Background: an optimization exercise with open tools, aiming at small area, a short achievable clock period and few clock cycles per item. Do not read the settings as production practice.
No activity file was given, so power comes from the tool's default toggle rates.

== the baseline ==
Design div_unit, start of the top module:
module div_unit
(
    input  logic        clk,
    input  logic        rst,
    input  logic        issue,           
    input  logic [2:0]  funct3,          
    input  logic [6:0]  opcode,
    input  logic [4:0]  rd,
    input  logic [5:0]  pd,
    input  logic [2:0]  rob_idx,
    input  logic [31:0] pc,
    input  logic [31:0] ps1_value,
    input  logic [31:0] ps2_value,
    output logic        ready,           
    input  logic        cdb_dequeue,     
    output logic        res_valid,
    output logic [4:0]  res_rd,
    output logic [5:0]  res_pd,
    output logic [2:0]  res_rob_idx,
    output logic [31:0] res_value,
    output logic [31:0] res_rs1_value,
    output logic [31:0] res_rs2_value,
    output logic [31:0] res_pc,
    output logic [31:0] res_pc_next,
    output logic [6:0]  res_opcode
);
Size: ~200 flip-flops, roughly 310 I/O pins.
==> module div_unit, before the edit <==
module div_unit
(
    input  logic        clk,
    input  logic        rst,
    input  logic        issue,           
    input  logic [2:0]  funct3,          
    input  logic [6:0]  opcode,
    input  logic [4:0]  rd,
    input  logic [5:0]  pd,
    input  logic [2:0]  rob_idx,
    input  logic [31:0] pc,
    input  logic [31:0] ps1_value,
    input  logic [31:0] ps2_value,
    output logic        ready,           
    input  logic        cdb_dequeue,     
    output logic        res_valid,
    output logic [4:0]  res_rd,
    output logic [5:0]  res_pd,
    output logic [2:0]  res_rob_idx,
    output logic [31:0] res_value,
    output logic [31:0] res_rs1_value,
    output logic [31:0] res_rs2_value,
    output logic [31:0] res_pc,
    output logic [31:0] res_pc_next,
    output logic [6:0]  res_opcode
);
function automatic logic [5:0] bitlen(input logic [31:0] x);
    bitlen = 6'd0;
    for (int i = 0; i < 32; i++)
        if (x[i]) bitlen = i + 1;
endfunction
function automatic logic [31:0] or_down(input logic [31:0] x);
    or_down = x;
    or_down = or_down | (or_down >> 1);
    or_down = or_down | (or_down >> 2);
    or_down = or_down | (or_down >> 4);
    or_down = or_down | (or_down >> 8);
    or_down = or_down | (or_down >> 16);
endfunction
function automatic logic [31:0] or_up(input logic [31:0] x);
    or_up = x << 1;
    or_up = or_up | (or_up << 1);
    or_up = or_up | (or_up << 2);
    or_up = or_up | (or_up << 4);
    or_up = or_up | (or_up << 8);
    or_up = or_up | (or_up << 16);
endfunction
logic s_idle, s_setup, s_iter, s_done;
logic [31:0] a_r, b_r, pc_r;
logic [6:0]  opcode_r;
logic [4:0]  rd_r;
logic [5:0]  pd_r;
logic [2:0]  rob_r;
logic        rem_r;       
logic        sa_r, sb_r;  
logic        quick_r;     
logic [5:0]  lb_r;        
logic [5:0]  n_r;         
logic [31:0] r_r;         
logic [31:0] q_r;         
logic        sgn_i, sa_i, sb_i, dbz_i, quick_i;
logic [31:0] ma_i, mb_i, pa_i;
assign sgn_i = ~funct3[0];
assign sa_i  = sgn_i & ps1_value[31];
assign sb_i  = sgn_i & ps2_value[31];
assign dbz_i = (ps2_value == 32'd0);
assign ma_i  = ps1_value ^ {32{sa_i}};
assign mb_i  = ps2_value ^ {32{sb_i}};
assign pa_i  = or_down(ma_i);
assign quick_i = dbz_i | (|(mb_i & ~(sa_i ? {pa_i[30:0], 1'b1} : pa_i)));
logic [31:0] fx_in, fx_out;
logic        fx_neg;
assign fx_in  = (s_setup | (quick_r & rem_r)) ? a_r : (rem_r ? r_r : q_r);
assign fx_neg = s_setup ? sa_r : (~quick_r & (rem_r ? sa_r : (sa_r ^ sb_r)));
assign fx_out = fx_in ^ ({32{fx_neg}} & or_up(fx_in));
logic [5:0]  n_diff, n_set;
assign n_diff = n_r - lb_r + 6'd1;
assign n_set  = n_diff[5] ? 6'd32 : {n_diff[5:1] + {4'd0, n_diff[0]}, 1'b0};
logic [31:0] rot1, rot2, rot3, rot, lowmask;
assign rot1    = n_set[1] ? {fx_out[1:0], fx_out[31:2]} : fx_out;
assign rot2    = n_set[2] ? {rot1[3:0],   rot1[31:4]}   : rot1;
assign rot3    = n_set[3] ? {rot2[7:0],   rot2[31:8]}   : rot2;
assign rot     = n_set[4] ? {rot3[15:0],  rot3[31:16]}  : rot3;
assign lowmask = 32'hffffffff >> n_set;
logic [35:0] r4, nb1, nb2, d1, d2, d3, cs_s, cs_c;
logic        c_b;
logic [1:0]  qdig;
logic [31:0] r_next;
assign c_b  = ~sb_r;
assign r4   = {2'b00, r_r, q_r[31:30]};
assign nb1  = {4'b1111, b_r ^ {32{c_b}}};
assign nb2  = {nb1[34:0], c_b};
assign d1   = r4 + nb1 + {35'd0, c_b};
assign d2   = r4 + nb2 + {35'd0, c_b};
assign cs_s = r4 ^ nb1 ^ nb2;
assign cs_c = {((r4[34:0] & nb1[34:0]) | (r4[34:0] & nb2[34:0]) | (nb1[34:0] & nb2[34:0])), c_b};
assign d3   = cs_s + cs_c + {35'd0, c_b};
always_comb begin
    if (!d3[35])      begin qdig = 2'd3; r_next = d3[31:0]; end
    else if (!d2[35]) begin qdig = 2'd2; r_next = d2[31:0]; end
    else if (!d1[35]) begin qdig = 2'd1; r_next = d1[31:0]; end
    else              begin qdig = 2'd0; r_next = r4[31:0]; end
end
assign ready     = s_idle | (s_done & cdb_dequeue);
assign res_valid = s_done;
always_ff @(posedge clk) begin
    if (rst) begin
        s_idle  <= 1'b1;
        s_setup <= 1'b0;
        s_iter  <= 1'b0;
        s_done  <= 1'b0;
    end else begin
        s_setup <= issue & ~quick_i;
        s_iter  <= s_setup | (s_iter & (n_r != 6'd2));
        s_done  <= (issue & quick_i) | (s_iter & (n_r == 6'd2)) | (s_done & ~cdb_dequeue);
        s_idle  <= (s_idle & ~issue) | (s_done & cdb_dequeue & ~issue);
    end
end
always_ff @(posedge clk) begin
    if (issue) begin
        a_r      <= ps1_value;
        b_r      <= ps2_value;
        pc_r     <= pc;
        opcode_r <= opcode;
        rd_r     <= rd;
        pd_r     <= pd;
        rob_r    <= rob_idx;
        rem_r    <= funct3[1];
        sa_r     <= sa_i;
        sb_r     <= sb_i;
        quick_r  <= quick_i;
        lb_r     <= bitlen(mb_i);
        n_r      <= bitlen(ma_i) + {5'd0, sa_i};
    end else if (s_setup) begin
        n_r      <= n_set;
    end else if (s_iter) begin
        n_r      <= n_r - 6'd2;
    end
end
always_ff @(posedge clk) begin
    if (issue) begin
        q_r <= {32{dbz_i}};
    end else if (s_setup) begin
        r_r <= rot & lowmask;
        q_r <= rot & ~lowmask;
    end else if (s_iter) begin
        r_r <= r_next;
        q_r <= {q_r[29:0], qdig};
    end
end
logic [31:0] pc_carry;
assign pc_carry = {~or_up(~{pc_r[31:2], 2'b11})};
assign res_rd        = rd_r;
assign res_pd        = pd_r;
assign res_rob_idx   = rob_r;
assign res_value     = fx_out;
assign res_rs1_value = a_r;
assign res_rs2_value = b_r;
assign res_pc        = pc_r;
assign res_pc_next   = {pc_r[31:2] ^ pc_carry[31:2], pc_r[1:0]};
assign res_opcode    = opcode_r;
endmodule
clock: 5.5 ns
lec_check: 0
abc_area: 1
cap_margin: 20
core_margin: 2
core_utilization: 40
place_density: 0.6
setup_slack_margin: 1.0
slew_margin: 20
standard.sh (not shown) runs the stock make flow with config.mk's settings and CLKGATE_MAP_FILE= SYNTH_SCRIPT=/design/flow/synth_recipe.tcl, a recipe that flattens the netlist after the stock synthesis.
==> flow/flow/run.sh <==
#!/bin/bash
export BUFFER_PORTS_ARGS="-buffer_cell sky130_fd_sc_hd__buf_1"
bash standard.sh > standard.log 2>&1
Looking at the reports, the baseline completed the entire flow and the layout it produced met the timing, DRC and antenna checks.
Modified inputs, the candidate compared to the baseline
--- a/flow/design.v
+++ b/flow/design.v
@@ -372,16 +372,17 @@
     or_up = or_up | (or_up << 8);
     or_up = or_up | (or_up << 16);
 endfunction
 logic s_idle, s_setup, s_iter, s_done;
-logic [31:0] a_r, b_r, pc_r;
+logic [31:0] a_r, nb_r, pc_r;  
 logic [6:0]  opcode_r;
 logic [4:0]  rd_r;
 logic [5:0]  pd_r;
 logic [2:0]  rob_r;
 logic        rem_r;       
 logic        sa_r, sb_r;  
 logic        quick_r;     
+logic        sel_a, sel_r, sel_q, neg_r;  
 logic [5:0]  lb_r;        
 logic [5:0]  n_r;         
 logic [31:0] r_r;         
 logic [31:0] q_r;         
@@ -396,10 +397,10 @@
 assign pa_i  = or_down(ma_i);
 assign quick_i = dbz_i | (|(mb_i & ~(sa_i ? {pa_i[30:0], 1'b1} : pa_i)));
 logic [31:0] fx_in, fx_out;
 logic        fx_neg;
-assign fx_in  = (s_setup | (quick_r & rem_r)) ? a_r : (rem_r ? r_r : q_r);
-assign fx_neg = s_setup ? sa_r : (~quick_r & (rem_r ? sa_r : (sa_r ^ sb_r)));
+assign fx_in  = ({32{sel_a}} & a_r) | ({32{sel_r}} & r_r) | ({32{sel_q}} & q_r);
+assign fx_neg = neg_r;
 assign fx_out = fx_in ^ ({32{fx_neg}} & or_up(fx_in));
 logic [5:0]  n_diff, n_set;
 assign n_diff = n_r - lb_r + 6'd1;
 assign n_set  = n_diff[5] ? 6'd32 : {n_diff[5:1] + {4'd0, n_diff[0]}, 1'b0};
@@ -408,25 +409,25 @@
 assign rot2    = n_set[2] ? {rot1[3:0],   rot1[31:4]}   : rot1;
 assign rot3    = n_set[3] ? {rot2[7:0],   rot2[31:8]}   : rot2;
 assign rot     = n_set[4] ? {rot3[15:0],  rot3[31:16]}  : rot3;
 assign lowmask = 32'hffffffff >> n_set;
-logic [35:0] r4, nb1, nb2, d1, d2, d3, cs_s, cs_c;
+logic [34:0] r4, nb1, nb2, d1, d2, d3, cs_s, cs_c;
 logic        c_b;
 logic [1:0]  qdig;
 logic [31:0] r_next;
 assign c_b  = ~sb_r;
-assign r4   = {2'b00, r_r, q_r[31:30]};
-assign nb1  = {4'b1111, b_r ^ {32{c_b}}};
-assign nb2  = {nb1[34:0], c_b};
-assign d1   = r4 + nb1 + {35'd0, c_b};
-assign d2   = r4 + nb2 + {35'd0, c_b};
+assign r4   = {1'b0, r_r, q_r[31:30]};
+assign nb1  = {3'b111, nb_r};
+assign nb2  = {nb1[33:0], c_b};
+assign d1   = r4 + nb1 + {34'd0, c_b};
+assign d2   = r4 + nb2 + {34'd0, c_b};
 assign cs_s = r4 ^ nb1 ^ nb2;
-assign cs_c = {((r4[34:0] & nb1[34:0]) | (r4[34:0] & nb2[34:0]) | (nb1[34:0] & nb2[34:0])), c_b};
-assign d3   = cs_s + cs_c + {35'd0, c_b};
+assign cs_c = {((r4[33:0] & nb1[33:0]) | (r4[33:0] & nb2[33:0]) | (nb1[33:0] & nb2[33:0])), c_b};
+assign d3   = cs_s + cs_c + {34'd0, c_b};
 always_comb begin
-    if (!d3[35])      begin qdig = 2'd3; r_next = d3[31:0]; end
-    else if (!d2[35]) begin qdig = 2'd2; r_next = d2[31:0]; end
-    else if (!d1[35]) begin qdig = 2'd1; r_next = d1[31:0]; end
+    if (!d3[34])      begin qdig = 2'd3; r_next = d3[31:0]; end
+    else if (!d2[34]) begin qdig = 2'd2; r_next = d2[31:0]; end
+    else if (!d1[34]) begin qdig = 2'd1; r_next = d1[31:0]; end
     else              begin qdig = 2'd0; r_next = r4[31:0]; end
 end
 assign ready     = s_idle | (s_done & cdb_dequeue);
 assign res_valid = s_done;
@@ -445,9 +446,9 @@
 end
 always_ff @(posedge clk) begin
     if (issue) begin
         a_r      <= ps1_value;
-        b_r      <= ps2_value;
+        nb_r     <= ps2_value ^ {32{~sb_i}};
         pc_r     <= pc;
         opcode_r <= opcode;
         rd_r     <= rd;
         pd_r     <= pd;
@@ -455,12 +456,20 @@
         rem_r    <= funct3[1];
         sa_r     <= sa_i;
         sb_r     <= sb_i;
         quick_r  <= quick_i;
+        sel_a    <= ~quick_i | funct3[1];
+        sel_r    <= 1'b0;
+        sel_q    <= quick_i & ~funct3[1];
+        neg_r    <= ~quick_i & sa_i;
         lb_r     <= bitlen(mb_i);
         n_r      <= bitlen(ma_i) + {5'd0, sa_i};
     end else if (s_setup) begin
         n_r      <= n_set;
+        sel_a    <= 1'b0;
+        sel_r    <= rem_r;
+        sel_q    <= ~rem_r;
+        neg_r    <= rem_r ? sa_r : (sa_r ^ sb_r);
     end else if (s_iter) begin
         n_r      <= n_r - 6'd2;
     end
 end
@@ -481,9 +490,9 @@
 assign res_pd        = pd_r;
 assign res_rob_idx   = rob_r;
 assign res_value     = fx_out;
 assign res_rs1_value = a_r;
-assign res_rs2_value = b_r;
+assign res_rs2_value = nb_r ^ {32{~sb_r}};
 assign res_pc        = pc_r;
 assign res_pc_next   = {pc_r[31:2] ^ pc_carry[31:2], pc_r[1:0]};
 assign res_opcode    = opcode_r;
 endmodule
--- outcome ---
Sort the baseline and the candidate by die extent in y, ascending, and the baseline comes first. Instance area after placement, the baseline and the candidate: lower on the baseline. The estimated power of the candidate ends up lower than the estimate for the baseline. In the candidate the utilization turned out 2.5 points lower than in the baseline. The share of total power consumed by net switching of the candidate and that of the baseline are within noise of each other. Changes observed in the candidate relative to the baseline: total vias in the final route went up 1.0%, fraction of power consumed by combinational cells went down 4.9 points.
No run of this note included a check of the RTL's function; only the layout flow was run.

[port drivers added, routing unchanged]
The results above use ideal ports. As a check the final layouts listed here were re-extracted and re-timed, cells and wires unchanged. Step 1 (the two cells are an assumption about what drives the block):
set clk [get_ports {clk}]
set_driving_cell -lib_cell sky130_fd_sc_hd__clkbuf_16 $clk
set_driving_cell -lib_cell sky130_fd_sc_hd__buf_2 [delete_from_list [all_inputs] $clk]
Step 2 moves the port delays by t, midway between the first and last clock arrival at a register: inputs arrive t later, outputs are due t later. That takes back most of the time a late clock gives input paths. Three values: ideal, step 1, step 2; two values: the first two.
| run | t (ns) | slack for setup (ns) | slew at the worst register clock pin (ns) | cell pins on the clock port's net |
|---|---|---|---|---|
| the baseline | 0.583 | 0.619 / 0.565 / 0.705 | 0.06 / 0.06 | 1 |
| the candidate | 0.593 | 1.124 / 1.071 / 0.679 | 0.07 / 0.07 | 1 |
After both steps every run listed still meets setup and hold. The setup slack of the candidate, which loses most, moves by -0.053 ns with the drivers and by -0.445 ns with both steps.
